What follows belongs to an exercise in optimizing a design on an open flow for small area; a production flow would make more cautious choices. Function was checked by simulation only, so behaviour that the tests miss may differ from the original. Power figures rest on the tool's default switching activity, not on a simulated workload. The flow treats the clock pin as an ideal source, which a real chip does not have.

### flow/flow/run.sh
#!/bin/bash
set -euo pipefail
bash standard.sh \
  "CTS_ARGS=-sink_clustering_enable -repair_clock_nets -sink_clustering_size 30 -sink_clustering_max_diameter 80 -buf_list sky130_fd_sc_hd__clkbuf_16 -dont_use_dummy_load" \
  finish > flow_make.log 2>&1
### flow/config.mk
export PLATFORM = sky130hd
export DESIGN_NAME = kcpsm6
export DESIGN_NICKNAME = kcpsm6
export VERILOG_FILES = /design/flow/design.v
export SDC_FILE = /design/flow/constraint.sdc
export NUM_CORES = 4
export LEC_CHECK = 0
export CAP_MARGIN = 20
export CORE_MARGIN = 2
export CORE_UTILIZATION = 70
export CTS_BUF_LIST = sky130_fd_sc_hd__clkbuf_16
export CTS_CLUSTER_DIAMETER = 80
export CTS_CLUSTER_SIZE = 30
export PLACE_DENSITY = 0.85
export SLEW_MARGIN = 20
export SYNTH_HIERARCHICAL = 1
export SYNTH_MINIMUM_KEEP_SIZE = 0
### flow/constraint.sdc
create_clock -name core_clock -period 9.0 [get_ports {clk}]
set_input_delay 1.8000 -clock core_clock [delete_from_list [all_inputs] [get_ports {clk}]]
set_output_delay 1.8000 -clock core_clock [all_outputs]
set_load 0.01 [all_outputs]
### flow/standard.sh
#!/bin/bash
# synth_recipe.tcl (not shown) runs the flow's synth.tcl, then flattens the netlist and writes it again
# the make line also repeats each setting of config.mk as NAME=value (left out here)
make -C /OpenROAD-flow-scripts/flow DESIGN_CONFIG=/design/flow/config.mk WORK_HOME=/design/flow/orfs CLKGATE_MAP_FILE= SYNTH_SCRIPT=/design/flow/synth_recipe.tcl "${@:-finish}"
### flow/design.v
`timescale 1ns / 1ps
module aoi222 (input a0, input b0, input a1, input b1, input a2, input b2, output y);
  assign y = ~((a0 & b0) | (a1 & b1) | (a2 & b2));
endmodule
module rdmux #(parameter N = 32) (input [N-1:0] s, input [N-1:0] d, output y);
  localparam G = N / 3, R = N % 3, P = G + (R != 0);
  wire [P-1:0] p;
  genvar i;
  generate
    for (i = 0; i < G; i = i + 1) begin : g
      aoi222 u (s[3*i], d[3*i], s[3*i+1], d[3*i+1], s[3*i+2], d[3*i+2], p[i]);
    end
    if (R == 2) begin : r2
      aoi222 u (s[3*G], d[3*G], s[3*G+1], d[3*G+1], s[0], d[0], p[G]);
    end
    if (R == 1) begin : r1
      assign p[G] = ~(s[3*G] & d[3*G]);
    end
  endgenerate
  assign y = ~&p;
endmodule
module nor2g (input a, input b, output y);
  assign y = ~(a | b);
endmodule
module dec #(parameter AW = 5, parameter W = 1)
  (input [AW-1:0] a, input we, output [(1<<AW)-1:0] y, output [(W ? (1<<AW) : 1)-1:0] w,
   output [(1<<AW)-1:0] y2, output [(W ? (1<<AW) : 1)-1:0] w2);
  localparam LA = AW / 2, NA = 1 << LA, NB = 1 << (AW - LA);
  wire [NA-1:0] pa_n, paw_n;
  wire [NB-1:0] pb_n;
  genvar i;
  generate
    for (i = 0; i < NA; i = i + 1) begin : pa
      assign pa_n[i] = ~(a[LA-1:0] == i);
      assign paw_n[i] = ~(we & (a[LA-1:0] == i));
    end
    for (i = 0; i < NB; i = i + 1) begin : pb
      assign pb_n[i] = ~(a[AW-1:LA] == i);
    end
    if (!W) begin : nw
      assign w = 1'b0;
      assign w2 = 1'b0;
    end
    for (i = 0; i < (1<<AW); i = i + 1) begin : d
      nor2g ur (.a(pa_n[i%NA]), .b(pb_n[i/NA]), .y(y[i]));
      nor2g ur2 (.a(pa_n[i%NA]), .b(pb_n[i/NA]), .y(y2[i]));
      if (W) begin : wr
        nor2g uw (.a(paw_n[i%NA]), .b(pb_n[i/NA]), .y(w[i]));
        nor2g uw2 (.a(paw_n[i%NA]), .b(pb_n[i/NA]), .y(w2[i]));
      end
    end
  endgenerate
endmodule
`timescale 1ps/1ps
module kcpsm6 (address, instruction, bram_enable, in_port, out_port, port_id, write_strobe, k_write_strobe, read_strobe, interrupt, interrupt_ack, sleep, reset, clk) ;
parameter [7:0] 	hwbuild = 8'h00 ;
parameter [11:0] 	interrupt_vector = 12'h3FF ;
parameter integer scratch_pad_memory_size = 64 ;   
output [11:0]	address ;
input	 [17:0]    	instruction ;
output		bram_enable ;
input	 [7:0]	in_port ;
output [7:0]	out_port ;
output [7:0]	port_id ;
output		write_strobe ;
output		k_write_strobe ;
output		read_strobe ;
input			interrupt ;
output		interrupt_ack ;
input			sleep ;
input			reset ;
input			clk ;
function lut_bit(input [63:0] init, input [5:0] idx);
  lut_bit = init[idx];
endfunction
wire	[2:1]		t_state_value ;
wire	[2:1]		t_state ;
wire 			run_value ;
wire              run ;
wire  		internal_reset_value ;
wire 			internal_reset ;
wire 			sync_sleep ;
wire 			int_enable_type ;
wire 			interrupt_enable_value ;
wire			interrupt_enable ;
wire			sync_interrupt ;
wire 			active_interrupt_value ;
wire 			active_interrupt ;
wire	[2:0]		arith_logical_sel ;
wire			arith_carry_in ;
wire			arith_carry_value ;
wire			arith_carry ;
wire 	[7:0]		half_arith_logical ;
wire 	[7:0]		logical_carry_mask ;
wire 	[7:0]		carry_arith_logical ;
wire 	[7:0]		arith_logical_value ;
wire 	[7:0]		arith_logical_result ;
wire 	[7:0]		shift_rotate_value ;
wire 	[7:0]		shift_rotate_result ;
wire			shift_in_bit ;
wire 	[7:0]		alu_result ;
wire 	[1:0]		alu_mux_sel_value ;
wire 	[1:0]		alu_mux_sel ;
wire			strobe_type ;
wire 			write_strobe_value ;
wire 			k_write_strobe_value ;
wire			read_strobe_value ;
wire			flag_enable_type ;
wire			flag_enable_value ;
wire			flag_enable ; 
wire			lower_parity ;
wire			lower_parity_sel ;
wire			carry_lower_parity ;
wire 			upper_parity ;
wire			parity ;
wire			shift_carry_value ;
wire			shift_carry ;
wire			carry_flag_value ;
wire			carry_flag ;
wire 			use_zero_flag_value ;
wire			use_zero_flag ;
wire 			drive_carry_in_zero ;
wire          	carry_in_zero ;
wire             	lower_zero ;
wire         	lower_zero_sel ;
wire       		carry_lower_zero ;
wire           	middle_zero ;
wire        	middle_zero_sel ;
wire      		carry_middle_zero ;
wire         	upper_zero_sel ;
wire        	zero_flag_value ;
wire              zero_flag ;
wire       		spm_enable_value ;
wire             	spm_enable ;
wire 	[7:0]		spm_ram_data ;
wire 	[7:0]		spm_data  ;
wire           	regbank_type ;
wire             	bank_value ;
wire              bank ;
wire          	loadstar_type ;
wire         	sx_addr4_value ;
wire   		register_enable_type ;
wire  		register_enable_value ;
wire        	register_enable ;
wire 	[4:0]		sx_addr ;
wire 	[4:0]		sy_addr ;
wire 	[7:0]		sx ;
wire 	[7:0]		sy ;
wire 	[7:0]		sy_or_kk ;
wire       		pc_move_is_valid ;
wire              move_type ;
wire           	returni_type ;
wire 	[2:0]		pc_mode ;
wire 	[11:0]	register_vector ;
wire 	[11:0]	half_pc ;
wire 	[10:0]	carry_pc ;
wire 	[11:0]	pc_value ;
wire 	[11:0]	pc ;
wire 	[11:0]	pc_vector ;
wire             	push_stack ;
wire              pop_stack ;
wire 	[11:0]	stack_memory ;
wire 	[11:0]	return_vector ;
wire       		stack_carry_flag ;
wire      		shadow_carry_flag ;
wire        	stack_zero_flag ;
wire      		shadow_zero_value ;
wire       		shadow_zero_flag ;
wire             	stack_bank ;
wire            	shadow_bank ;
wire            	special_bit ;
wire 	[4:0]		half_pointer_value ;
wire 	[4:0]		feed_pointer_value ;
wire 	[4:0]		stack_pointer_carry ;
wire 	[4:0]		stack_pointer_value ;
wire 	[4:0]		stack_pointer ;
assign internal_reset_value = lut_bit(64'hFFFFF55500000EEE, {1'b1, reset, t_state[2], stack_pointer_carry[4], internal_reset, run});
assign run_value = lut_bit(64'hFFFFF55500000EEE, {1'b0, reset, t_state[2], stack_pointer_carry[4], internal_reset, run});
reg run_flop_q;
always @(posedge clk) run_flop_q <= run_value;
assign run = run_flop_q;
reg internal_reset_flop_q;
always @(posedge clk) internal_reset_flop_q <= internal_reset_value;
assign internal_reset = internal_reset_flop_q;
reg sync_sleep_flop_q;
always @(posedge clk) sync_sleep_flop_q <= sleep;
assign sync_sleep = sync_sleep_flop_q;
assign t_state_value[2] = lut_bit(64'h0083000B00C4004C, {1'b1, special_bit, internal_reset, sync_sleep, t_state[2], t_state[1]});
assign t_state_value[1] = lut_bit(64'h0083000B00C4004C, {1'b0, special_bit, internal_reset, sync_sleep, t_state[2], t_state[1]});
reg t_state1_flop_q;
always @(posedge clk) t_state1_flop_q <= t_state_value[1];
assign t_state[1] = t_state1_flop_q;
reg t_state2_flop_q;
always @(posedge clk) t_state2_flop_q <= t_state_value[2];
assign t_state[2] = t_state2_flop_q;
assign int_enable_type = lut_bit(64'h0010000000000800, {1'b1, instruction[17], instruction[16], instruction[15], instruction[14], instruction[13]});
assign loadstar_type = lut_bit(64'h0010000000000800, {1'b0, instruction[17], instruction[16], instruction[15], instruction[14], instruction[13]});
assign interrupt_enable_value = lut_bit(64'h000000000000CAAA, {internal_reset, active_interrupt, t_state[1], int_enable_type, instruction[0], interrupt_enable});                     
reg interrupt_enable_flop_q;
always @(posedge clk) interrupt_enable_flop_q <= interrupt_enable_value;
assign interrupt_enable = interrupt_enable_flop_q;
reg sync_interrupt_flop_q;
always @(posedge clk) sync_interrupt_flop_q <= interrupt;
assign sync_interrupt = sync_interrupt_flop_q;
assign sx_addr4_value = lut_bit(64'hCC33FF0080808080, {1'b1, loadstar_type, bank, sync_interrupt, t_state[2], interrupt_enable});
assign active_interrupt_value = lut_bit(64'hCC33FF0080808080, {1'b0, loadstar_type, bank, sync_interrupt, t_state[2], interrupt_enable});
reg active_interrupt_flop_q;
always @(posedge clk) active_interrupt_flop_q <= active_interrupt_value;
assign active_interrupt = active_interrupt_flop_q;
reg interrupt_ack_flop_q;
always @(posedge clk) interrupt_ack_flop_q <= active_interrupt;
assign interrupt_ack = interrupt_ack_flop_q;
assign pc_move_is_valid = lut_bit(64'h5A3CFFFF00000000, {instruction[17], instruction[16], instruction[15], instruction[14], zero_flag, carry_flag});
assign move_type = lut_bit(64'h7777027700000200, {1'b1, instruction[16], instruction[15], instruction[14], instruction[13], instruction[12]});
assign returni_type = lut_bit(64'h7777027700000200, {1'b0, instruction[16], instruction[15], instruction[14], instruction[13], instruction[12]});
assign pc_mode[1] = lut_bit(64'h0000F000000023FF, {1'b1, active_interrupt, pc_move_is_valid, move_type, returni_type, instruction[12]});
assign pc_mode[0] = lut_bit(64'h0000F000000023FF, {1'b0, active_interrupt, pc_move_is_valid, move_type, returni_type, instruction[12]});
assign pc_mode[2] = lut_bit(64'hFFFFFFFF00040000, {active_interrupt, instruction[17], instruction[16], instruction[15], instruction[14], instruction[12]});
assign push_stack = lut_bit(64'hFFFF100000002000, {1'b1, active_interrupt, pc_move_is_valid, move_type, instruction[13], instruction[12]});
assign pop_stack = lut_bit(64'hFFFF100000002000, {1'b0, active_interrupt, pc_move_is_valid, move_type, instruction[13], instruction[12]});
assign arith_logical_sel[0] = lut_bit(64'h03CA000004200000, {1'b1, 1'b1, instruction[16], instruction[15], instruction[14], instruction[13]});
assign alu_mux_sel_value[0] = lut_bit(64'h03CA000004200000, {1'b0, 1'b1, instruction[16], instruction[15], instruction[14], instruction[13]});
reg alu_mux_sel0_flop_q;
always @(posedge clk) alu_mux_sel0_flop_q <= alu_mux_sel_value[0];
assign alu_mux_sel[0] = alu_mux_sel0_flop_q;
assign arith_carry_in = lut_bit(64'h7708000000000F00, {1'b1, instruction[16], instruction[15], instruction[14], instruction[13], carry_flag});
assign alu_mux_sel_value[1] = lut_bit(64'h7708000000000F00, {1'b0, instruction[16], instruction[15], instruction[14], instruction[13], carry_flag});                     
reg alu_mux_sel1_flop_q;
always @(posedge clk) alu_mux_sel1_flop_q <= alu_mux_sel_value[1];
assign alu_mux_sel[1] = alu_mux_sel1_flop_q;
assign arith_logical_sel[2] = lut_bit(64'hD000000002000000, {1'b1, 1'b1, 1'b1, instruction[16], instruction[15], instruction[14]});
assign arith_logical_sel[1] = lut_bit(64'hD000000002000000, {1'b0, 1'b1, 1'b1, instruction[16], instruction[15], instruction[14]});
assign register_enable_type = lut_bit(64'h00013F3F0010F7CE, {1'b1, instruction[17], instruction[16], instruction[15], instruction[14], instruction[13]});
assign flag_enable_type = lut_bit(64'h00013F3F0010F7CE, {1'b0, instruction[17], instruction[16], instruction[15], instruction[14], instruction[13]});
assign register_enable_value = lut_bit(64'hC0CC0000A0AA0000, {1'b1, t_state[1], instruction[17], instruction[12], register_enable_type, flag_enable_type});
assign flag_enable_value = lut_bit(64'hC0CC0000A0AA0000, {1'b0, t_state[1], instruction[17], instruction[12], register_enable_type, flag_enable_type});
reg flag_enable_flop_q;
always @(posedge clk) flag_enable_flop_q <= (active_interrupt) ? 1'b0 : (flag_enable_value);
assign flag_enable = flag_enable_flop_q;
reg register_enable_flop_q;
always @(posedge clk) register_enable_flop_q <= (active_interrupt) ? 1'b0 : (register_enable_value);
assign register_enable = register_enable_flop_q;
assign spm_enable_value = lut_bit(64'h8000000020000000, {1'b1, t_state[1], strobe_type, instruction[17], instruction[14], instruction[13]});
assign k_write_strobe_value = lut_bit(64'h8000000020000000, {1'b0, t_state[1], strobe_type, instruction[17], instruction[14], instruction[13]});
reg k_write_strobe_flop_q;
always @(posedge clk) k_write_strobe_flop_q <= (active_interrupt) ? 1'b0 : (k_write_strobe_value);
assign k_write_strobe = k_write_strobe_flop_q;
reg spm_enable_flop_q;
always @(posedge clk) spm_enable_flop_q <= (active_interrupt) ? 1'b0 : (spm_enable_value);
assign spm_enable = spm_enable_flop_q;
assign write_strobe_value = lut_bit(64'h4000000001000000, {1'b1, t_state[1], strobe_type, instruction[17], instruction[14], instruction[13]});
assign read_strobe_value = lut_bit(64'h4000000001000000, {1'b0, t_state[1], strobe_type, instruction[17], instruction[14], instruction[13]});
reg write_strobe_flop_q;
always @(posedge clk) write_strobe_flop_q <= (active_interrupt) ? 1'b0 : (write_strobe_value);
assign write_strobe = write_strobe_flop_q;
reg read_strobe_flop_q;
always @(posedge clk) read_strobe_flop_q <= (active_interrupt) ? 1'b0 : (read_strobe_value);
assign read_strobe = read_strobe_flop_q;
assign regbank_type = lut_bit(64'h0080020000000000, {instruction[17], instruction[16], instruction[15], instruction[14], instruction[13], instruction[12]});
assign bank_value = lut_bit(64'hACACFF00FF00FF00, {t_state[1], regbank_type, bank, instruction[16], shadow_bank, instruction[0]});                     
reg bank_flop_q;
always @(posedge clk) bank_flop_q <= (internal_reset) ? 1'b0 : (bank_value);
assign bank = bank_flop_q;
reg sx_addr4_flop_q;
always @(posedge clk) sx_addr4_flop_q <= sx_addr4_value;
assign sx_addr[4] = sx_addr4_flop_q;
assign sx_addr[3:0] = instruction[11:8] ;
assign sy_addr = {bank, instruction[7:4]} ;
wire alu_sub = arith_logical_sel[2] & ~arith_logical_sel[0] ;
wire [8:0] alu_sum = {1'b0, sx} + {1'b0, alu_sub ? ~sy_or_kk : sy_or_kk} + {8'b0, arith_carry_in} ;
wire [7:0] alu_logic = arith_logical_sel[1] ? (arith_logical_sel[0] ? sx ^ sy_or_kk : sx | sy_or_kk) :
                                              (arith_logical_sel[0] ? sx & sy_or_kk : sy_or_kk) ;
assign arith_logical_value = arith_logical_sel[2] ? alu_sum[7:0] : alu_logic ;
assign arith_carry_value = arith_logical_sel[2] & alu_sum[8] ;
reg arith_carry_flop_q;
always @(posedge clk) arith_carry_flop_q <= arith_carry_value;
assign arith_carry = arith_carry_flop_q;
assign lower_parity_sel = lut_bit(64'h0000000087780000, {1'b1, 1'b1, arith_logical_result[1], arith_logical_result[0], carry_flag, instruction[13]});
assign lower_parity = lut_bit(64'h0000000087780000, {1'b0, 1'b1, arith_logical_result[1], arith_logical_result[0], carry_flag, instruction[13]});  
assign carry_lower_parity = (lower_parity_sel) ? (1'b0) : (lower_parity);
assign upper_parity = lut_bit(64'h6996966996696996, {arith_logical_result[7], arith_logical_result[6], arith_logical_result[5], arith_logical_result[4], arith_logical_result[3], arith_logical_result[2]});                     
assign parity = (carry_lower_parity) ^ (upper_parity);
assign shift_carry_value = lut_bit(64'hFFFFAACCF0F0F0F0, {instruction[16], instruction[7], instruction[3], shadow_carry_flag, sx[7], sx[0]});                     
reg shift_carry_flop_q;
always @(posedge clk) shift_carry_flop_q <= shift_carry_value;
assign shift_carry = shift_carry_flop_q;
assign carry_flag_value = lut_bit(64'h3333AACCF0AA0000, {instruction[16], instruction[15], instruction[14], parity, arith_carry, shift_carry});
assign drive_carry_in_zero = lut_bit(64'h3333AACCF0AA0000, {1'b0, instruction[15], instruction[14], parity, arith_carry, shift_carry});  
reg carry_flag_flop_q;
always @(posedge clk) carry_flag_flop_q <= (internal_reset) ? 1'b0 : (flag_enable) ? (carry_flag_value) : carry_flag_flop_q;
assign carry_flag = carry_flag_flop_q;
assign carry_in_zero = (carry_flag_value) ? (1'b0) : (drive_carry_in_zero);
assign use_zero_flag_value = lut_bit(64'hA280000000F000F0, {1'b1, 1'b1, instruction[16], instruction[15], instruction[14], instruction[13]});
assign strobe_type = lut_bit(64'hA280000000F000F0, {1'b0, 1'b1, instruction[16], instruction[15], instruction[14], instruction[13]});                     
reg use_zero_flag_flop_q;
always @(posedge clk) use_zero_flag_flop_q <= use_zero_flag_value;
assign use_zero_flag = use_zero_flag_flop_q;
assign lower_zero_sel = lut_bit(64'h0000000000000001, {1'b1, alu_result[4], alu_result[3], alu_result[2], alu_result[1], alu_result[0]});
assign lower_zero = lut_bit(64'h0000000000000001, {1'b0, alu_result[4], alu_result[3], alu_result[2], alu_result[1], alu_result[0]});                     
assign carry_lower_zero = (lower_zero_sel) ? (carry_in_zero) : (lower_zero);
assign middle_zero_sel = lut_bit(64'h0000000D00000000, {1'b1, alu_result[7], alu_result[6], alu_result[5], zero_flag, use_zero_flag});
assign middle_zero = lut_bit(64'h0000000D00000000, {1'b0, alu_result[7], alu_result[6], alu_result[5], zero_flag, use_zero_flag});                     
assign carry_middle_zero = (middle_zero_sel) ? (carry_lower_zero) : (middle_zero);
assign upper_zero_sel = lut_bit(64'hFBFF000000000000, {1'b1, 1'b1, 1'b1, instruction[16], instruction[15], instruction[14]});                     
assign zero_flag_value = (upper_zero_sel) ? (carry_middle_zero) : (shadow_zero_flag);
reg zero_flag_flop_q;
always @(posedge clk) zero_flag_flop_q <= (internal_reset) ? 1'b0 : (flag_enable) ? (zero_flag_value) : zero_flag_flop_q;
assign zero_flag = zero_flag_flop_q;
assign register_vector = {sx[3:0], sy} ;
genvar i ;
genvar j ;
generate
for (i = 0 ; i <= 11 ; i = i+1)
begin : address_loop
parameter [7:0] id4 = 8'h30 + i/4 ;
parameter [7:0] id8 = 8'h30 + i/8 ;
parameter [7:0] ip4d8 = 8'h30 + (i+4)/8 ;	  
assign return_vector[i] = stack_memory[i];
if (i % 2 == 0) begin: output_data
assign pc_vector[i+1] = lut_bit(64'hFF00F0F0CCCCAAAA, {1'b1, instruction[12], return_vector[i+1], instruction[i+1], return_vector[i], instruction[i]});
assign pc_vector[i] = lut_bit(64'hFF00F0F0CCCCAAAA, {1'b0, instruction[12], return_vector[i+1], instruction[i+1], return_vector[i], instruction[i]});
end 
reg pc_flop_q;
always @(posedge clk) pc_flop_q <= (internal_reset) ? 1'b0 : (t_state[1]) ? (pc_value[i]) : pc_flop_q;
assign pc[i] = pc_flop_q;
if (i == 0) begin: lsb_pc
if (interrupt_vector[i] == 1'b0) begin: low_int_vector
assign half_pc[i] = lut_bit(64'h00AA000033CC0F00, {pc_mode[2], pc_mode[1], pc_mode[0], pc[i], pc_vector[i], register_vector[i]});
end 
if (interrupt_vector[i] == 1'b1) begin: high_int_vector
assign half_pc[i] = lut_bit(64'h00AA00FF33CC0F00, {pc_mode[2], pc_mode[1], pc_mode[0], pc[i], pc_vector[i], register_vector[i]});
end 
assign pc_value[i] = (1'b0) ^ (half_pc[i]);
assign carry_pc[i] = (half_pc[i]) ? (1'b0) : (pc_mode[0]);
end 
if (i > 0) begin : upper_pc
if (interrupt_vector[i] == 1'b0) begin: low_int_vector
assign half_pc[i] = lut_bit(64'h00AA0000CCCCF000, {pc_mode[2], pc_mode[1], pc_mode[0], pc[i], pc_vector[i], register_vector[i]});
end 
if (interrupt_vector[i] == 1'b1) begin: high_int_vector
assign half_pc[i] = lut_bit(64'h00AA00FFCCCCF000, {pc_mode[2], pc_mode[1], pc_mode[0], pc[i], pc_vector[i], register_vector[i]});
end 
assign pc_value[i] = (carry_pc[i-1]) ^ (half_pc[i]);
if (i < 11) begin: mid_pc
assign carry_pc[i] = (half_pc[i]) ? (carry_pc[i-1]) : (1'b0);
end 
end 
end 
endgenerate
assign shadow_carry_flag = stack_carry_flag;
reg stack_zero_flop_q;
always @(posedge clk) stack_zero_flop_q <= stack_zero_flag;
assign shadow_zero_value = stack_zero_flop_q;
assign shadow_zero_flag = shadow_zero_value;
assign shadow_bank = stack_bank;
assign special_bit = 1'b1 ;
wire [31:0] sp_sel ;
wire [14:0] stack_wd = {zero_flag, carry_flag, bank, pc} ;
wire [14:0] stack_rd ;
wire [31:0] sp_wr ;
wire [31:0] sp_sel2 ;
wire [31:0] sp_wr2 ;
dec #(.AW(5), .W(1)) sp_dec (.a(stack_pointer[4:0]), .we(t_state[1]), .y(sp_sel), .w(sp_wr), .y2(sp_sel2), .w2(sp_wr2)) ;
reg [14:0] stack_mem [0:30] ;
generate
for (i = 0 ; i < 31 ; i = i+1) begin : stack_word
  always @(posedge clk) if (sp_wr[i]) stack_mem[i][7:0] <= stack_wd[7:0] ;
  always @(posedge clk) if (sp_wr2[i]) stack_mem[i][14:8] <= stack_wd[14:8] ;
end
for (j = 0 ; j < 15 ; j = j+1) begin : stack_bit_rd
  wire [30:0] col ;
  for (i = 0 ; i < 31 ; i = i+1) begin : c
    assign col[i] = stack_mem[i][j] ;
  end
  rdmux #(.N(31)) u (.s(j < 8 ? sp_sel[31:1] : sp_sel2[31:1]), .d(col), .y(stack_rd[j])) ;
end
endgenerate
assign {stack_zero_flag, stack_carry_flag, stack_bank, stack_memory} = stack_rd ;
wire [4:0] sp_step = t_state[2] ? 5'd1 :
                     t_state[1] ? (push_stack ? 5'd0 : pop_stack ? 5'd30 : 5'd31) : 5'd0 ;
assign stack_pointer_value = stack_pointer + sp_step ;
assign stack_pointer_carry = {&stack_pointer, 4'b0000} ;
reg [4:0] pointer_q ;
always @(posedge clk) pointer_q <= internal_reset ? 5'd0 : stack_pointer_value ;
assign stack_pointer = pointer_q ;
generate
for (i = 0 ; i <= 7 ; i = i+1)
begin : data_path_loop
parameter [7:0]	id1 = 8'h30 + i ;
parameter [7:0]	id2 = 8'h30 + i/2 ;
parameter [7:0]	id4 = 8'h30 + i/4 ;
if (i % 2 == 0) begin: output_data
assign sy_or_kk[i+1] = lut_bit(64'hFF00F0F0CCCCAAAA, {1'b1, instruction[12], instruction[i+1], sy[i+1], instruction[i], sy[i]});
assign sy_or_kk[i] = lut_bit(64'hFF00F0F0CCCCAAAA, {1'b0, instruction[12], instruction[i+1], sy[i+1], instruction[i], sy[i]});
end 
if (i % 2 == 0) begin: second_operand
assign out_port[i+1] = lut_bit(64'hFF00F0F0CCCCAAAA, {1'b1, instruction[13], instruction[i+5], sx[i+1], instruction[i+4], sx[i]});
assign out_port[i] = lut_bit(64'hFF00F0F0CCCCAAAA, {1'b0, instruction[13], instruction[i+5], sx[i+1], instruction[i+4], sx[i]});
end 
if (i == 0) begin: lsb_shift_rotate
assign shift_in_bit = lut_bit(64'hBFBC8F8CB3B08380, {sx[7], sx[0], carry_flag, instruction[2], instruction[1], instruction[0]});
assign shift_rotate_value[i+1] = lut_bit(64'hFF00F0F0CCCCAAAA, {1'b1, instruction[3], sx[i+2], sx[i], sx[i+1], shift_in_bit});
assign shift_rotate_value[i] = lut_bit(64'hFF00F0F0CCCCAAAA, {1'b0, instruction[3], sx[i+2], sx[i], sx[i+1], shift_in_bit});
end 
if (i == 2 || i == 4) begin: mid_shift_rotate
assign shift_rotate_value[i+1] = lut_bit(64'hFF00F0F0CCCCAAAA, {1'b1, instruction[3], sx[i+2], sx[i], sx[i+1], sx[i-1]});
assign shift_rotate_value[i] = lut_bit(64'hFF00F0F0CCCCAAAA, {1'b0, instruction[3], sx[i+2], sx[i], sx[i+1], sx[i-1]});
end 
if (i == 6) begin: msb_shift_rotate
assign shift_rotate_value[i+1] = lut_bit(64'hFF00F0F0CCCCAAAA, {1'b1, instruction[3], shift_in_bit, sx[i], sx[i+1], sx[i-1]});
assign shift_rotate_value[i] = lut_bit(64'hFF00F0F0CCCCAAAA, {1'b0, instruction[3], shift_in_bit, sx[i], sx[i+1], sx[i-1]});
end 
end 
endgenerate
reg [7:0] result_q ;
always @(posedge clk)
  result_q <= alu_mux_sel_value[1] ? spm_ram_data :
              alu_mux_sel_value[0] ? (instruction[7] ? hwbuild : shift_rotate_value) :
              arith_logical_value ;
assign alu_result = (alu_mux_sel[1] & ~alu_mux_sel[0]) ? in_port : result_q ;
assign arith_logical_result = result_q ;
wire [63:0] spm_sel ;
wire [63:0] spm_wr ;
dec #(.AW(6), .W(1)) spm_dec (.a(sy_or_kk[5:0]), .we(spm_enable), .y(spm_sel), .w(spm_wr), .y2(), .w2()) ;
reg [7:0] spm_mem [0:63] ;
generate
for (i = 0 ; i < 64 ; i = i+1) begin : spm_word
  always @(posedge clk) if (spm_wr[i]) spm_mem[i] <= sx ;
end
for (j = 0 ; j < 8 ; j = j+1) begin : spm_bit_rd
  wire [63:0] col ;
  for (i = 0 ; i < 64 ; i = i+1) begin : c
    assign col[i] = spm_mem[i][j] ;
  end
  rdmux #(.N(64)) u (.s(spm_sel), .d(col), .y(spm_ram_data[j])) ;
end
endgenerate
wire [31:0] sx_sel ;
wire [31:0] sy_sel ;
wire [31:0] sx_wr ;
dec #(.AW(5), .W(1)) sx_dec (.a(sx_addr), .we(register_enable), .y(sx_sel), .w(sx_wr), .y2(), .w2()) ;
wire sy_unused ;
dec #(.AW(5), .W(0)) sy_dec (.a(sy_addr), .we(1'b0), .y(sy_sel), .w(sy_unused), .y2(), .w2()) ;
reg [7:0] reg_mem [0:31] ;
generate
for (i = 0 ; i < 32 ; i = i+1) begin : reg_word
  always @(posedge clk) if (sx_wr[i]) reg_mem[i] <= alu_result ;
end
for (j = 0 ; j < 8 ; j = j+1) begin : reg_bit_rd
  wire [31:0] col ;
  for (i = 0 ; i < 32 ; i = i+1) begin : c
    assign col[i] = reg_mem[i][j] ;
  end
  rdmux #(.N(32)) ux (.s(sx_sel), .d(col), .y(sx[j])) ;
  rdmux #(.N(32)) uy (.s(sy_sel), .d(col), .y(sy[j])) ;
end
endgenerate
assign address = pc;
assign bram_enable = t_state[2];
assign port_id = sy_or_kk;
endmodule
==> reports/qor.txt, run 1 <==
TritonCTS clock tree = yes
CTS sink cnt = 1283
Max clock buf depth = 3
Post-route fraction of the period consumed by the critical path = 0.878
Worst slew slack as a fraction of its limit = 0.241
Data required time of the critical path = 7.20 ns
Result of the run = no timing/DRC/antenna violations
CTS clock-pin slew for the worst setup and hold paths = 0.11 ns
Critical path start-end classification = input pin to output port
Routed wire per std cell = 34.7 um
IO Pins = 63
CP Max Fanout = 19
Area growth, synth to finish = 5.97%
Layout net count = 3025
Unrepaired setup endpoints after global routing = no
Summed negative setup slack over all endpoints = 0 ns
H-tree levels = 2
Remaining global-route overflow = 0
Row count = 97
Slowest cell on the critical path = sky130_fd_sc_hd__clkdlybuf4s50_1
Cell count of the worst reg-to-reg path = 22
Number of max-cap violations = 0
CTS hold repair buffers = 0
Minimum setup slack among reg-to-reg paths = 2.31 ns
Worst ir drop on vdd = 0.197 mV
Highest clock rate = 0.127 GHz
Worst stage delay on the critical path = 0.87 ns
Number of endpoints failing setup at the final stage = 0
Number of instances in the synthesized netlist = 2868
Number of buffers inserted to repair setup after CTS = 0
Remaining design rule violation count = 0
Endpoint type of the worst setup path = output port
Layout cell share with drive strength beyond 1 = 0.0437
Maximum number of pins on one net before global-route repair = 70
Number of global-route vias before repair = 29700
Global placer's final weighted congestion = 1.04
Dpl ws = 0.932 ns
Slew Viols, Final = 0
Slew @ Worst Pin = 1.14 ns
Final period demand of the worst path = 7.90 ns
Overall Global Routing Usage = 0.366
Die area = 72700 um^2
Startpoint class of the critical path = input pin
Count of final hold-check violations = 0
Insertion delay to the later sink of the worst-skew pair = 0.67 ns
Source of the worst register-to-register timing path = pointer_q[1]$_SDFF_PP0_
Fin Clk Skew = 0.0791 ns
Leak = 16.7 nW
Hold Path End = internal_reset_flop_q$_SDFF_PP1_
Final antenna-violating net count = 0
PnR worst setup slack = 1.10 ns
CP Data Arrival Time = 6.10 ns
Die Span Y = 270 um
R2R Path End = address_loop[11].pc_flop_q$_SDFFE_PP0P_
IO buf count = 62
Kind of path behind the tightest hold check = flop to flop
Post_cts resized = 0
Netlist area before placement = 49400 um^2
Wire length of the first global-routing pass = 197000 um
Total via count in the routed design = 31700
Cell repeated most along the worst path = sky130_fd_sc_hd__clkdlybuf4s50_1
Instance count along the most critical hold path = 1
Core Area = 69900 um^2
Min-delay src = run_flop_q$_SDFF_PP0_
Effective utilization at floorplan = 0.706
First DRT Iteration DRCs = 8381
Number of warnings issued by yosys = 10
Cell area power density = 194 nW/um^2
Critical-path cell list = clkdlybuf4s50_1 -> or3b_1 -> nor2_1 -> a222oi_1 -> nand4_1 -> or3_1 -> mux2i_1 -> inv_1 -> clkdlybuf4s50_1
Avg Synthesized Cell Area = 17.2 um^2
HPWL after detailed placement = 88800 um
Chip width = 270 um
Library cell used as clock root buffer = sky130_fd_sc_hd__clkbuf_16
Initial antenna violation count = 6
Clock buffer count from CTS = 50
Initial DRT Pass Iterations = 14
Total wire length after detailed routing = 135000 um
Number of vias per cell after detailed routing = 8.13
Syn_nets = 2938
[worst max-delay path by stage]
stage,cells past startpoint,end,slack [ns],startpoint
2_1_floorplan,8,out_port[1],2.53,instruction[10]
3_3_place_gp,16,result_q[7]$_DFF_P_,1.01,instruction[7]
3_5_place_dp,17,result_q[7]$_DFF_P_,0.93,instruction[7]
4_1_cts,10,out_port[1],1.39,instruction[11]
5_1_grt,9,out_port[1],1.10,instruction[10]
6_report,9,port_id[0],1.10,instruction[7]
[sequential cells by signal, indices dropped and copies added, names as in the netlist, 5 cells and up]
name	flops
spm_mem	512
stack_mem	465
reg_mem	256
address_loop.pc_flop_q	12
result_q	8
pointer_q	5
[critical path, delay by kind of cell]
kind	cells	cell delay, ns
AOI/OAI and AO/OA	1	0.24
buffers and inverters	3	2.04
and+or+nand+nor	4	1.83
muxes	1	0.14
[per-layer routing]
layer,track usage,vias to the layer above,part of all wire
met1,0.524,15500,0.35
li1,-,12700,-
met5,0,-,0.00042
met4,0.120,10,0.042
met3,0.0844,394,0.15
met2,0.570,3096,0.46
[layout make-up]
class                   instances  area [um^2]
flip-flops and latches       1283        38000
fillers                      3973        17600
multi-input cells            1494        10900
clock buffers                  50         1250
well taps                     940         1180
repair buffers                 96          878
inverters                      30          113
diodes                          1         2.50
[report_power, final]
group / switching, mW / internal [mW] / leakage (nW)
Combinational: 0.603 / 0.215 / 3.87
Clock: 1.62 / 1.00 / 0.616
Sequential: 0.0210 / 6.67 / 12.2
Total: 2.25 / 7.89 / 16.7
[placed cells by master, fill, tap and decap left out, types with 12 or more instances in the layout]
cell                              instances
sky130_fd_sc_hd__a2111o_1                15
sky130_fd_sc_hd__a211oi_1                22
sky130_fd_sc_hd__a21oi_1                 26
sky130_fd_sc_hd__a222oi_1               494
sky130_fd_sc_hd__buf_4                   32
sky130_fd_sc_hd__clkbuf_16               50
sky130_fd_sc_hd__clkdlybuf4s50_1         61
sky130_fd_sc_hd__dfxtp_1                 50
sky130_fd_sc_hd__edfxtp_1              1233
sky130_fd_sc_hd__ha_1                    37
sky130_fd_sc_hd__inv_1                   30
sky130_fd_sc_hd__mux2_2                  15
sky130_fd_sc_hd__mux2i_1                 31
sky130_fd_sc_hd__nand2_1                 69
sky130_fd_sc_hd__nand2b_1                16
sky130_fd_sc_hd__nand3_1                 33
sky130_fd_sc_hd__nand3b_1                22
sky130_fd_sc_hd__nand4_1                 96
sky130_fd_sc_hd__nor2_1                 404
sky130_fd_sc_hd__nor4_1                  12
sky130_fd_sc_hd__o21ai_0                 28
sky130_fd_sc_hd__or3_1                   16
sky130_fd_sc_hd__or3b_1                  14
sky130_fd_sc_hd__xnor2_1                 15
[stage by stage]
step	std cells	area [um^2]	power (mW)	util	hold WS, ns
floorplan	2868	49400	7.26	-	0.358
global placement	3841	51000	7.60	0.730	0.364
detailed placement	3842	51100	7.62	0.730	0.379
CTS	3892	52300	10.1	0.748	0.406
global route	3894	52300	10.4	0.748	0.427
finish	3894	52300	10.1	0.748	0.404
==> run 2, diff against run 1 <==
==> flow/flow/run.sh (replaced) <==
#!/bin/bash
# The standard layout, with two changes: every input and output port is
# buffered with sky130_fd_sc_hd__buf_1 (the standard flow's buffer_ports picks
# a larger delay buffer), and the clock tree is built without dummy loads
# (CTS's load-balancing cells that drive nothing), with the same CTS settings
# as config.mk otherwise. make's full output goes to flow_make.log; each ORFS
# step keeps its own log under orfs/logs/.
set -euo pipefail
bash standard.sh \
  "BUFFER_PORTS_ARGS=-inputs -outputs -buffer_cell sky130_fd_sc_hd__buf_1" \
  "CTS_ARGS=-sink_clustering_enable -repair_clock_nets -sink_clustering_size 30 -sink_clustering_max_diameter 80 -buf_list sky130_fd_sc_hd__clkbuf_16 -dont_use_dummy_load" \
  finish > flow_make.log 2>&1
==> reports/qor.txt, run 2 <==
Number of vias per cell after detailed routing = 8.17 (+0.44%)
Flop pwr share = 0.663 (+0.003)
Routed wire per std cell = 33.8 um (-2.5%)
Number of global-route vias before repair = 29700 (-0.034%)
Worst ir drop on vdd = 0.202 mV (+2.3%)
Avg Synthesized Cell Area = 17.2 um^2 (unchanged)
Layout cell share with drive strength beyond 1 = 0.0440 (+0.000354)
Fraction of power spent switching nets = 0.220 (-0.00149)
Sw power = 2.22 mW (-1.1%)
Leak = 16.5 nW (-0.95%)
Number of buffers inserted to repair setup after CTS = 0 (unchanged)
Global placer's final weighted congestion = 1.00 (-3.7%)
Netlist area before placement = 49400 um^2 (unchanged)
Slew @ Worst Pin = 1.31 ns (+0.173 ns)
First DRT Iteration DRCs = 8399 (+0.21%)
Highest clock rate = 0.130 GHz (+2.3%)
Top reg by flops = spm_mem
IO Pins = 63 (unchanged)
Largest registers = spm_mem: 512 flops, stack_mem: 465 flops, reg_mem: 256 flops
Effective utilization at floorplan = 0.706 (unchanged)
Slowest cell on the critical path = sky130_fd_sc_hd__nor2_1
Total wire length after detailed routing = 132000 um (-2.4%)
Flip-flop count of the largest register, all copies and words added = 512 (unchanged)
Startpoint class of the critical path = input pin
Summed negative setup slack over all endpoints = 0 ns (unchanged)
Count of buffering cells on the critical path with inverters included = 4 (+1)
HPWL after detailed placement = 85500 um (-3.7%)
Library cell used as clock root buffer = sky130_fd_sc_hd__clkbuf_16
Maximum number of pins on one net before global-route repair = 71 (+1.4%)
Insertion delay to the later sink of the worst-skew pair = 0.66 ns (about the same)
Unrepaired setup endpoints after global routing = no
Result of the run = no timing/DRC/antenna violations
CP Data Arrival Time = 5.92 ns (-0.18 ns)
Initial antenna violation count = 6 (unchanged)
Clock buffer count from CTS = 50 (unchanged)
Core Area = 69900 um^2 (unchanged)
Slew Viols, Final = 0 (unchanged)
Number of instances in the synthesized netlist = 2868 (unchanged)
Initial DRT Pass Iterations = 14 (unchanged)
Post-route total power = 10.1 mW (-0.42%)
Area growth, synth to finish = 5.20%
Total via count in the routed design = 31800 (+0.46%)
Max clock buf depth = 3 (unchanged)
H-tree levels = 2 (unchanged)
Most used routing layer = met2
Final period demand of the worst path = 7.72 ns (-0.178 ns)
Cell repeated most along the worst path = sky130_fd_sc_hd__buf_1
Row count = 97 (unchanged)
Chip width = 270 um (unchanged)
Crit path max-delay family = simple AND/OR/NAND/NOR gates
Data required time of the critical path = 7.20 ns (about the same)
Number of warnings issued by yosys = 10 (unchanged)
Fin Clk Skew = 0.0567 ns (-0.0224 ns)
Cell internal power dissipation = 7.87 mW (-0.22%)
Worst stage delay on the critical path = 0.66 ns (-0.21 ns)
Endpoint type of the worst setup path = output port
Post-route fraction of the period consumed by the critical path = 0.858 (-0.0198)
Global-route track usage on met1 = 0.510 (-0.0142)
Global-route met3 utilization = 0.0811 (-0.00330)
Number of max-cap violations = 0 (unchanged)
Count of final hold-check violations = 0 (unchanged)
Most used cells in the layout excluding fill and tap cells = sky130_fd_sc_hd__edfxtp_1 (1233), sky130_fd_sc_hd__a222oi_1 (494), sky130_fd_sc_hd__nor2_1 (404)
Critical-path cell list = buf_1 -> nand3_1 -> nor2_1 -> a222oi_1 -> nand4_1 -> or3_2 -> buf_4 -> inv_1 -> o21ai_0 -> buf_1
IO buf count = 62 (unchanged)
GRT met2 Usage = 0.545 (-0.0246)
Syn_nets = 2938 (unchanged)
Remaining global-route overflow = 0 (unchanged)
Critical path start-end classification = input pin to output port
CTS clock-pin slew for the worst setup and hold paths = 0.11 ns (about the same)
Remaining design rule violation count = 0 (unchanged)
Post_cts resized = 0 (unchanged)
Wire length of the first global-routing pass = 192000 um (-2.2%)
Number of endpoints failing setup at the final stage = 0 (unchanged)
Cell area power density = 194 nW/um^2 (+0.32%)
CP Max Fanout = 70 (+51)
CTS sink cnt = 1283 (unchanged)
CTS hold repair buffers = 0 (unchanged)
Layout net count = 3024 (-0.033%)
Kind of path behind the tightest hold check = flop to flop
Portion of total power attributed to combinational logic = 0.079 (-0.002)
TritonCTS clock tree = yes
Most frequent standard cell in the layout excluding fill and tap cells = sky130_fd_sc_hd__edfxtp_1
Final antenna-violating net count = 0 (unchanged)
Overall Global Routing Usage = 0.356 (-0.00994)
Worst slew slack as a fraction of its limit = 0.124 (-0.117)
Die Span Y = 270 um (unchanged)
Clk pwr share = 0.258 (about the same)
Die area = 72700 um^2 (unchanged)
[run 2: metrics by stage]
step	hold slack, ns	instances	instance area (um^2)	util	setup slack, ns
after global routing	0.424	3894	51900	0.743	1.23
after detailed placement	0.374	3841	50700	0.725	1.33
final	0.407	3895	51900	0.743	1.28
after floorplan	0.358	2868	49400	-	2.53
after global placement	0.362	3841	50700	0.725	1.34
after CTS	0.401	3891	51900	0.743	1.55
[run 2: cell type report]
class / count / area, um^2
flip-flops and latches: 1283 / 38000
fillers: 4034 / 18000
multi-input cells: 1494 / 10900
clock buffers: 50 / 1250
well taps: 940 / 1180
repair buffers: 95 / 490
inverters: 30 / 113
diodes: 3 / 7.51
[run 2: path summary, 6_finish.rpt]
check | start | end | slack [ns] | depth (start not counted)
setup / recovery | instruction[11] | out_port[0] | 1.28 | 10
hold / removal | run_flop_q$_SDFF_PP0_ | internal_reset_flop_q$_SDFF_PP1_ | 0.41 | 1
setup reg to reg | pointer_q[0]$_SDFF_PP0_ | address_loop[11].pc_flop_q$_SDFFE_PP0P_ | 2.23 | 22
hold reg to reg | run_flop_q$_SDFF_PP0_ | internal_reset_flop_q$_SDFF_PP1_ | 0.41 | 1
[run 2: power by group through the flow]
stage               sequential, mW  clock [mW]  combinational (mW)
floorplan                     6.82           0               0.445
global placement              6.82           0               0.740
detailed placement            6.82           0               0.770
CTS                           6.69        2.60               0.769
global route                  6.69        2.79               0.831
finish                        6.69        2.61               0.796
[run 2: routing by layer]
| metal | routed length [um] | part of all wire | up-vias |
|---|---|---|---|
| li1 | - | - | 12700 |
| met4 | 6470 | 0.049 | 6 |
| met1 | 45400 | 0.34 | 15400 |
| met3 | 19900 | 0.15 | 476 |
| met2 | 60100 | 0.46 | 3222 |
| met5 | 41 | 0.00031 | - |
[run 2: worst register-to-register path: stages, from the launching register on]
cell,delay (ns)
sky130_fd_sc_hd__dfxtp_1,0.53
sky130_fd_sc_hd__nand2b_1,0.89
sky130_fd_sc_hd__nor2_1,0.37
sky130_fd_sc_hd__a222oi_1,0.61
sky130_fd_sc_hd__nand4_1,0.27
sky130_fd_sc_hd__a2111o_1,0.50
sky130_fd_sc_hd__mux2i_1,0.18
sky130_fd_sc_hd__o22ai_1,0.09
sky130_fd_sc_hd__a211oi_1,0.33
sky130_fd_sc_hd__a211oi_1,0.11
sky130_fd_sc_hd__ha_1,0.25
sky130_fd_sc_hd__ha_1,0.19
sky130_fd_sc_hd__ha_1,0.20
sky130_fd_sc_hd__ha_1,0.20
sky130_fd_sc_hd__ha_1,0.20
sky130_fd_sc_hd__ha_1,0.20
sky130_fd_sc_hd__ha_1,0.20
sky130_fd_sc_hd__ha_1,0.20
sky130_fd_sc_hd__ha_1,0.20
sky130_fd_sc_hd__ha_1,0.23
sky130_fd_sc_hd__or3_1,0.36
sky130_fd_sc_hd__or3_1,0.31
sky130_fd_sc_hd__o211ai_1,0.09
==> run 3, diff against run 2 <==
==> flow/flow/run.sh (replaced) <==
#!/bin/bash
# The standard layout, with three changes: every input and output port is
# buffered with sky130_fd_sc_hd__buf_1 (the standard flow's buffer_ports picks
# a larger delay buffer), and the clock tree is built without dummy loads
# (CTS's load-balancing cells that drive nothing), with the same CTS settings
# as config.mk otherwise; and after global routing the resizer may slow any
# path with positive slack to save power (RECOVER_POWER, which downsizes
# cells). make's full output goes to flow_make.log; each ORFS
# step keeps its own log under orfs/logs/.
set -euo pipefail
bash standard.sh \
  "BUFFER_PORTS_ARGS=-inputs -outputs -buffer_cell sky130_fd_sc_hd__buf_1" \
  "CTS_ARGS=-sink_clustering_enable -repair_clock_nets -sink_clustering_size 30 -sink_clustering_max_diameter 80 -buf_list sky130_fd_sc_hd__clkbuf_16 -dont_use_dummy_load" \
  RECOVER_POWER=100 \
  finish > flow_make.log 2>&1
==> reports/qor.txt, run 3 <==
Number of warnings issued by yosys = 10 (unchanged)
TritonCTS clock tree = yes
Instance count along the most critical hold path = 1 (unchanged)
Final antenna-violating net count = 0 (unchanged)
Post-route fraction of the period consumed by the critical path = 0.913 (+0.0551)
Top reg by flops = spm_mem
Maximum number of pins on one net before global-route repair = 71 (unchanged)
Number of endpoints failing setup at the final stage = 0 (unchanged)
Initial DRT Pass Iterations = 12 (-2)
Cell area power density = 195 nW/um^2 (+0.25%)
Count of buffering cells on the critical path with inverters included = 2 (-2)
IO buf count = 62 (unchanged)
Number of vias per cell after detailed routing = 8.14 (-0.31%)
CTS sink cnt = 1283 (unchanged)
Minimum setup slack among reg-to-reg paths = 1.56 ns (-0.67 ns)
Post-Place Cells = 3841 (unchanged)
Crit path max-delay family = buffers and inverters
Cell count of the worst reg-to-reg path = 17 (-23%)
Post_cts resized = 0 (unchanged)
Summed negative setup slack over all endpoints = 0 ns (unchanged)
Worst Hold Slack = 0.402 ns (-0.00480 ns)
Die area = 72700 um^2 (unchanged)
Fin Clk Skew = 0.0535 ns (-0.00312 ns)
Layout violations = max-capacitance violations, max-slew violations
Avg Synthesized Cell Area = 17.2 um^2 (unchanged)
Worst stage delay on the critical path = 2.41 ns (+1.75 ns)
HPWL after detailed placement = 85500 um (unchanged)
CTS hold repair buffers = 0 (unchanged)
Leak = 16.4 nW (-0.59%)
Global placer's final weighted congestion = 1.00 (unchanged)
Flip-flop count of the largest register, all copies and words added = 512 (unchanged)
Remaining design rule violation count = 0 (unchanged)
Initial antenna violation count = 6 (unchanged)
Routed wire per std cell = 33.8 um (about the same)
Slew Viols, Final = 810 (+810)
Area growth, synth to finish = 4.99%
Post-Route Utilization = 0.741 (-0.00149)
Die Span Y = 270 um (unchanged)
Syn_nets = 2938 (unchanged)
CTS clock-pin slew for the worst setup and hold paths = 0.10 ns (about the same)
Library cell used as clock root buffer = sky130_fd_sc_hd__clkbuf_16
CP Max Fanout = 67 (-4.3%)
Count of non-filler cells in the finished layout = 3895 (unchanged)
Most frequent standard cell in the layout excluding fill and tap cells = sky130_fd_sc_hd__edfxtp_1
Number of buffers inserted to repair setup after CTS = 0 (unchanged)
Data required time of the critical path = 9.59 ns (+2.39 ns)
PnR worst setup slack = 0.784 ns (-0.496 ns)
Slew @ Worst Pin = 3.56 ns (+2.25 ns)
Slowest cell on the critical path = sky130_fd_sc_hd__clkbuf_1
IO Pins = 63 (unchanged)
Source of the worst register-to-register timing path = bank_flop_q$_SDFFE_PP0P_
Wire length of the first global-routing pass = 192000 um (unchanged)
Worst ir drop on vdd = 0.203 mV (+0.59%)
Overall Global Routing Usage = 0.356 (unchanged)
Row count = 97 (unchanged)
First DRT Iteration DRCs = 8351 (-0.57%)
Min-delay src = run_flop_q$_SDFF_PP0_
Worst slew slack as a fraction of its limit = -1.38 (-1.50)
Layout net count = 3024 (unchanged)
Core Area = 69900 um^2 (unchanged)
Total wire length after detailed routing = 132000 um (about the same)
Final period demand of the worst path = 8.22 ns (+0.496 ns)
R2R Path End = result_q[2]$_DFF_P_
Layout cell share with drive strength beyond 1 = 0.0312 (-0.0129)
Insertion delay to the later sink of the worst-skew pair = 0.65 ns (about the same)
Netlist area before placement = 49400 um^2 (unchanged)
Cell repeated most along the worst path = sky130_fd_sc_hd__o21a_1
Dpl ws = 1.33 ns (unchanged)
CP Data Arrival Time = 8.81 ns (+2.89 ns)
Count of final hold-check violations = 0 (unchanged)
Total via count in the routed design = 31700 (-0.31%)
Number of max-cap violations = 20 (+20)
Result of the run = finished with violations
Most used cells in the layout excluding fill and tap cells = sky130_fd_sc_hd__edfxtp_1 (1233), sky130_fd_sc_hd__a222oi_1 (494), sky130_fd_sc_hd__nor2_1 (405)
Endpoint type of the worst setup path = flop
Placed Instance Area = 50700 um^2 (unchanged)
Unrepaired setup endpoints after global routing = no
Number of instances in the synthesized netlist = 2868 (unchanged)
Hold Path End = internal_reset_flop_q$_SDFF_PP1_
Clock buffer count from CTS = 50 (unchanged)
Startpoint class of the critical path = input pin
H-tree levels = 2 (unchanged)
Max clock buf depth = 3 (unchanged)
Chip width = 270 um (unchanged)
Count of filler cells inserted in the layout = 4060 (+0.64%)
Post-route total power = 10.1 mW (about the same)
Largest registers = spm_mem: 512 flops, stack_mem: 465 flops, reg_mem: 256 flops
Number of global-route vias before repair = 29700 (unchanged)
Highest clock rate = 0.122 GHz (-6.0%)
Critical-path cell list = clkbuf_1 -> nand3b_1 -> nor2_1 -> a222oi_1 -> nand4_1 -> or3_2 -> clkbuf_1 -> ha_1 -> o21a_1 -> a21boi_0 -> o21a_1 -> o21a_1 -> or3_1 -> a31oi_1
Critical path start-end classification = input pin to flop
Effective utilization at floorplan = 0.706 (unchanged)
Kind of path behind the tightest hold check = flop to flop
Total non-filler cell area in the finished layout = 51800 um^2 (-0.20%)
Remaining global-route overflow = 0 (unchanged)
[run 3: cell count changes in the layout (fill, tap and decap cells not counted), moves of 11 or more]
cell and delta:
sky130_fd_sc_hd__clkbuf_1 +38, sky130_fd_sc_hd__buf_4 -21, sky130_fd_sc_hd__buf_1 -15, sky130_fd_sc_hd__mux2_1 +11, sky130_fd_sc_hd__mux2_2 -11
[run 3: final cells by class]
| class | instances | area [um^2] | share of cell area |
|---|---|---|---|
| Sequential cell | 1283 | 38000 | 0.734 |
| Tap cell | 940 | 1180 | 0.0227 |
| Clock buffer | 50 | 1250 | 0.0241 |
| Timing Repair Buffer | 95 | 399 | 0.00770 |
| Inverter | 30 | 113 | 0.00217 |
| Multi-Input combinational cell | 1494 | 10900 | 0.210 |
| Antenna cell | 3 | 7.51 | 0.000145 |
[run 3: worst max path at each step]
stage | from | end | slack (ns) | cells after the start
floorplan | instruction[10] | out_port[1] | 2.53 | 8
global placement | instruction[7] | result_q[2]$_DFF_P_ | 1.34 | 17
detailed placement | instruction[7] | result_q[2]$_DFF_P_ | 1.33 | 17
CTS | instruction[11] | out_port[1] | 1.55 | 10
global route | instruction[11] | result_q[7]$_DFF_P_ | 0.66 | 13
finish | instruction[11] | result_q[6]$_DFF_P_ | 0.78 | 14
[run 3: where the power goes]
group          internal (mW)  switching, mW
combinational          0.191          0.598
clock                   1.00           1.60
sequential              6.68         0.0184
total                   7.88           2.22
[run 3: metal layers]
layer,global-route usage,share of wire
met4,0.138,0.052
met1,0.510,0.34
met5,0,0.00031
met2,0.545,0.46
met3,0.0811,0.15
[run 3: worst reg2reg max path, cell delays in order, from the launching register on]
cell and delay, ns:
sky130_fd_sc_hd__dfxtp_1 0.69, sky130_fd_sc_hd__clkbuf_1 1.26, sky130_fd_sc_hd__nand3b_1 0.36, sky130_fd_sc_hd__nor2_1 0.60
sky130_fd_sc_hd__a222oi_1 0.31, sky130_fd_sc_hd__nand4_1 0.21, sky130_fd_sc_hd__or3_1 0.21, sky130_fd_sc_hd__mux2i_1 0.15
sky130_fd_sc_hd__inv_1 0.13, sky130_fd_sc_hd__clkbuf_1 0.59, sky130_fd_sc_hd__or3b_1 0.59, sky130_fd_sc_hd__nor2_1 0.31
sky130_fd_sc_hd__a222oi_1 0.61, sky130_fd_sc_hd__nand4_1 0.30, sky130_fd_sc_hd__nor4_1 0.58, sky130_fd_sc_hd__nand2_1 0.12
sky130_fd_sc_hd__a22oi_1 0.18, sky130_fd_sc_hd__o21ai_0 0.11
==> run 4, diff against run 3 <==
--- a/flow/design.v
+++ b/flow/design.v
@@ -220,14 +220,10 @@
 assign pop_stack = lut_bit(64'hFFFF100000002000, {1'b0, active_interrupt, pc_move_is_valid, move_type, instruction[13], instruction[12]});
 assign arith_logical_sel[0] = lut_bit(64'h03CA000004200000, {1'b1, 1'b1, instruction[16], instruction[15], instruction[14], instruction[13]});
 assign alu_mux_sel_value[0] = lut_bit(64'h03CA000004200000, {1'b0, 1'b1, instruction[16], instruction[15], instruction[14], instruction[13]});
-reg alu_mux_sel0_flop_q;
-always @(posedge clk) alu_mux_sel0_flop_q <= alu_mux_sel_value[0];
-assign alu_mux_sel[0] = alu_mux_sel0_flop_q;
+assign alu_mux_sel[0] = alu_mux_sel_value[0];
 assign arith_carry_in = lut_bit(64'h7708000000000F00, {1'b1, instruction[16], instruction[15], instruction[14], instruction[13], carry_flag});
 assign alu_mux_sel_value[1] = lut_bit(64'h7708000000000F00, {1'b0, instruction[16], instruction[15], instruction[14], instruction[13], carry_flag});                     
-reg alu_mux_sel1_flop_q;
-always @(posedge clk) alu_mux_sel1_flop_q <= alu_mux_sel_value[1];
-assign alu_mux_sel[1] = alu_mux_sel1_flop_q;
+assign alu_mux_sel[1] = alu_mux_sel_value[1];
 assign arith_logical_sel[2] = lut_bit(64'hD000000002000000, {1'b1, 1'b1, 1'b1, instruction[16], instruction[15], instruction[14]});
 assign arith_logical_sel[1] = lut_bit(64'hD000000002000000, {1'b0, 1'b1, 1'b1, instruction[16], instruction[15], instruction[14]});
 assign register_enable_type = lut_bit(64'h00013F3F0010F7CE, {1'b1, instruction[17], instruction[16], instruction[15], instruction[14], instruction[13]});
@@ -272,9 +268,7 @@
                                               (arith_logical_sel[0] ? sx & sy_or_kk : sy_or_kk) ;
 assign arith_logical_value = arith_logical_sel[2] ? alu_sum[7:0] : alu_logic ;
 assign arith_carry_value = arith_logical_sel[2] & alu_sum[8] ;
-reg arith_carry_flop_q;
-always @(posedge clk) arith_carry_flop_q <= arith_carry_value;
-assign arith_carry = arith_carry_flop_q;
+assign arith_carry = arith_carry_value;
 assign lower_parity_sel = lut_bit(64'h0000000087780000, {1'b1, 1'b1, arith_logical_result[1], arith_logical_result[0], carry_flag, instruction[13]});
 assign lower_parity = lut_bit(64'h0000000087780000, {1'b0, 1'b1, arith_logical_result[1], arith_logical_result[0], carry_flag, instruction[13]});  
 assign carry_lower_parity = (lower_parity_sel) ? (1'b0) : (lower_parity);
@@ -292,9 +286,7 @@
 assign carry_in_zero = (carry_flag_value) ? (1'b0) : (drive_carry_in_zero);
 assign use_zero_flag_value = lut_bit(64'hA280000000F000F0, {1'b1, 1'b1, instruction[16], instruction[15], instruction[14], instruction[13]});
 assign strobe_type = lut_bit(64'hA280000000F000F0, {1'b0, 1'b1, instruction[16], instruction[15], instruction[14], instruction[13]});                     
-reg use_zero_flag_flop_q;
-always @(posedge clk) use_zero_flag_flop_q <= use_zero_flag_value;
-assign use_zero_flag = use_zero_flag_flop_q;
+assign use_zero_flag = use_zero_flag_value;
 assign lower_zero_sel = lut_bit(64'h0000000000000001, {1'b1, alu_result[4], alu_result[3], alu_result[2], alu_result[1], alu_result[0]});
 assign lower_zero = lut_bit(64'h0000000000000001, {1'b0, alu_result[4], alu_result[3], alu_result[2], alu_result[1], alu_result[0]});                     
 assign carry_lower_zero = (lower_zero_sel) ? (carry_in_zero) : (lower_zero);
==> flow/flow/run.sh (replaced) <==
#!/bin/bash
# The standard layout, with two changes: every input and output port is
# buffered with sky130_fd_sc_hd__buf_1 (the standard flow's buffer_ports picks
# a larger delay buffer), and the clock tree is built without dummy loads
# (CTS's load-balancing cells that drive nothing), with the same CTS settings
# as config.mk otherwise. make's full output goes to flow_make.log; each ORFS
# step keeps its own log under orfs/logs/.
set -euo pipefail
bash standard.sh \
  "BUFFER_PORTS_ARGS=-inputs -outputs -buffer_cell sky130_fd_sc_hd__buf_1" \
  "CTS_ARGS=-sink_clustering_enable -repair_clock_nets -sink_clustering_size 30 -sink_clustering_max_diameter 80 -buf_list sky130_fd_sc_hd__clkbuf_16 -dont_use_dummy_load" \
  finish > flow_make.log 2>&1
==> reports/qor.txt, run 4 <==
Source of the worst register-to-register timing path = bank_flop_q$_SDFFE_PP0P_
Crit path max-delay family = buffers and inverters
Startpoint class of the critical path = input pin
Slowest cell on the critical path = sky130_fd_sc_hd__buf_1
Worst stage delay on the critical path = 0.68 ns (-1.73 ns)
HPWL after detailed placement = 87500 um (+2.3%)
Summed negative setup slack over all endpoints = 0 ns (unchanged)
Area growth, synth to finish = 5.18%
Row count = 97 (unchanged)
CTS clock-pin slew for the worst setup and hold paths = 0.11 ns (about the same)
Avg Synthesized Cell Area = 17.1 um^2 (-0.80%)
Remaining global-route overflow = 0 (unchanged)
Chip width = 269 um (about the same)
Number of warnings issued by yosys = 10 (unchanged)
Slew Viols, Final = 0 (-100%)
CP Data Arrival Time = 6.20 ns (-2.61 ns)
Cell count of the worst reg-to-reg path = 15 (-2)
Total wire length after detailed routing = 134000 um (+1.4%)
Critical-path cell list = buf_1 -> nand3_1 -> nor2_1 -> a222oi_1 -> nand4_1 -> or3_2 -> buf_4 -> inv_1 -> o21ai_0 -> buf_1
Kind of path behind the tightest hold check = flop to flop
Minimum setup slack among reg-to-reg paths = 2.42 ns (+0.86 ns)
PnR worst setup slack = 0.996 ns (+0.211 ns)
Initial antenna violation count = 10 (+4)
Min-delay src = run_flop_q$_SDFF_PP0_
Die Span Y = 269 um (about the same)
Global-route met3 utilization = 0.0906 (+0.00944)
Number of global-route vias before repair = 29500 (-0.64%)
Max clock buf depth = 3 (unchanged)
GRT met2 Usage = 0.545 (about the same)
Highest clock rate = 0.125 GHz (+2.6%)
Endpoint type of the worst setup path = output port
Worst ir drop on vdd = 0.204 mV (+0.78%)
Count of final hold-check violations = 0 (unchanged)
Final antenna-violating net count = 0 (unchanged)
Overall Global Routing Usage = 0.361 (+0.00496)
Number of endpoints failing setup at the final stage = 0 (unchanged)
Post-route total power = 10.1 mW (+0.37%)
Worst Hold Slack = 0.411 ns (+0.00822 ns)
Data required time of the critical path = 7.20 ns (-2.39 ns)
Cell area power density = 195 nW/um^2 (+0.30%)
Most used cells in the layout excluding fill and tap cells = sky130_fd_sc_hd__edfxtp_1 (1233), sky130_fd_sc_hd__a222oi_1 (495), sky130_fd_sc_hd__nor2_1 (397)
Dpl ws = 1.00 ns (-0.324 ns)
Worst slew slack as a fraction of its limit = 0.223 (+1.60)
CTS sink cnt = 1279 (-0.31%)
IO Pins = 63 (unchanged)
CP Max Fanout = 70 (+4.5%)
First DRT Iteration DRCs = 8205 (-1.7%)
Library cell used as clock root buffer = sky130_fd_sc_hd__clkbuf_16
Leak = 16.4 nW (+0.15%)
Count of filler cells inserted in the layout = 4063 (+0.074%)
Count of buffering cells on the critical path with inverters included = 4 (+2)
Global placer's final weighted congestion = 1.03 (+2.9%)
Fin Clk Skew = 0.0796 ns (+0.0261 ns)
Remaining design rule violation count = 0 (unchanged)
Critical path start-end classification = input pin to output port
Total via count in the routed design = 31700 (-0.098%)
Unrepaired setup endpoints after global routing = no
H-tree levels = 2 (unchanged)
CTS hold repair buffers = 0 (unchanged)
Flip-flop count of the largest register, all copies and words added = 512 (unchanged)
Insertion delay to the later sink of the worst-skew pair = 0.68 ns (+0.03 ns)
R2R Path End = result_q[7]$_DFF_P_
Result of the run = no timing/DRC/antenna violations
Instance count along the most critical hold path = 1 (unchanged)
Final period demand of the worst path = 8.00 ns (-0.211 ns)
Number of vias per cell after detailed routing = 8.10 (-0.51%)
Number of instances in the synthesized netlist = 2888 (+0.70%)
Syn_nets = 2958 (+0.68%)
Layout cell share with drive strength beyond 1 = 0.0435 (+0.0123)
Effective utilization at floorplan = 0.705 (-0.000788)
Number of buffers inserted to repair setup after CTS = 0 (unchanged)
Cell repeated most along the worst path = sky130_fd_sc_hd__buf_1
Most frequent standard cell in the layout excluding fill and tap cells = sky130_fd_sc_hd__edfxtp_1
Post_cts resized = 0 (unchanged)
Top reg by flops = spm_mem
Layout net count = 3039 (+0.50%)
Core Area = 69900 um^2 (unchanged)
Largest registers = spm_mem: 512 flops, stack_mem: 465 flops, reg_mem: 256 flops
Routed wire per std cell = 34.2 um (+1.0%)
Global-route track usage on met1 = 0.531 (+0.0215)
Slew @ Worst Pin = 1.17 ns (-2.40 ns)
TritonCTS clock tree = yes
Die area = 72600 um^2 (-0.11%)
IO buf count = 62 (unchanged)
Maximum number of pins on one net before global-route repair = 71 (unchanged)
Number of max-cap violations = 0 (-100%)
Netlist area before placement = 49300 um^2 (-0.11%)
Post-route fraction of the period consumed by the critical path = 0.889 (-0.0235)
Clock buffer count from CTS = 50 (unchanged)
Hold Path End = internal_reset_flop_q$_SDFF_PP1_
Most used routing layer = met2
Initial DRT Pass Iterations = 15 (+3)
Wire length of the first global-routing pass = 194000 um (+1.0%)
run 4: worst reg2reg max path, stage by stage, from the launching register on:
cell	delay, ns
sky130_fd_sc_hd__dfxtp_1	0.33
sky130_fd_sc_hd__buf_4	0.30
sky130_fd_sc_hd__or3_1	0.50
sky130_fd_sc_hd__nor2_1	0.88
sky130_fd_sc_hd__a222oi_1	0.31
sky130_fd_sc_hd__nand4_1	0.21
sky130_fd_sc_hd__or3_1	0.25
sky130_fd_sc_hd__mux2i_1	0.22
sky130_fd_sc_hd__inv_1	0.41
sky130_fd_sc_hd__nand3b_1	0.68
sky130_fd_sc_hd__nor2_1	0.33
sky130_fd_sc_hd__a222oi_1	0.60
sky130_fd_sc_hd__nand4_1	0.35
sky130_fd_sc_hd__nor4_1	0.56
sky130_fd_sc_hd__nand2_1	0.15
sky130_fd_sc_hd__a221o_1	0.34
run 4: layout make-up:
| class | instances | area (um^2) | area share |
|---|---|---|---|
| antenna | 4 | 10.0 | 0.000193 |
| clock buffer | 50 | 1250 | 0.0241 |
| inverter | 28 | 105 | 0.00203 |
| multi-input combinational | 1516 | 10900 | 0.210 |
| sequential | 1279 | 37900 | 0.732 |
| tap | 940 | 1180 | 0.0227 |
| timing repair buffer | 94 | 479 | 0.00924 |
run 4: layer usage:
metal  wire length, um  vias to the layer above
li1                  -                    12700
met1             48000                    15500
met2             60200                     2982
met3             20400                      399
met4              5020                       16
met5               113                        -
run 4: worst max-delay path by stage:
stage / start / endpoint / slack [ns] / cells after the start
6_report: instruction[10] / out_port[0] / 1.0 / 10
5_1_grt: instruction[10] / out_port[0] / 0.96 / 10
4_1_cts: instruction[10] / out_port[0] / 1.38 / 10
3_5_place_dp: instruction[7] / result_q[0]$_DFF_P_ / 1.00 / 15
3_3_place_gp: instruction[7] / result_q[3]$_DFF_P_ / 1.28 / 16
2_1_floorplan: instruction[10] / out_port[1] / 2.54 / 8
run 4: report_power, final:
| part | switching [mW] | internal, mW |
|---|---|---|
| sequential | 0.0219 | 6.66 |
| combinational | 0.641 | 0.194 |
| clock | 1.61 | 1.00 |
| total | 2.28 | 7.86 |
run 4: metrics by stage:
| stage | instances | instance area, um^2 | utilization |
|---|---|---|---|
| final | 3911 | 51900 | 0.742 |
| after global routing | 3908 | 51900 | 0.742 |
| after CTS | 3906 | 51800 | 0.742 |
| after detailed placement | 3856 | 50600 | 0.724 |
| after global placement | 3856 | 50600 | 0.724 |
| after floorplan | 2888 | 49300 | - |

re-timing with driven ports:
The results above use ideal ports. As a check the final layouts listed here were re-extracted and re-timed, cells and wires unchanged. Step 1: set_driving_cell puts a clkbuf_16 on clk and a buf_2 on each other input, an assumption about the parent block. Step 2, shift: input delay + t, output delay - t, t = (earliest + latest rising clock arrival at the registers) / 2. This alone moves slack from input paths to output paths. a / b / c = ideal / step 1 / step 2; a / b = the first two.
| run | shift t [ns] | setup slack, ns | clock arrival spread, ns |
|---|---|---|---|
| run 1 | 0.705 | 1.102 / 1.073 / 0.522 | 0.079 / 0.079 |
| run 2 | 0.699 | 1.280 / 1.222 / 0.929 | 0.057 / 0.057 |
| run 3 | 0.697 | 0.784 / 0.798 / 0.101 | 0.053 / 0.054 |
| run 4 | 0.708 | 0.996 / 0.954 / 0.709 | 0.080 / 0.080 |
The setup slack of run 3, which loses most, moves by +0.014 ns with the drivers and by -0.683 ns with both steps.
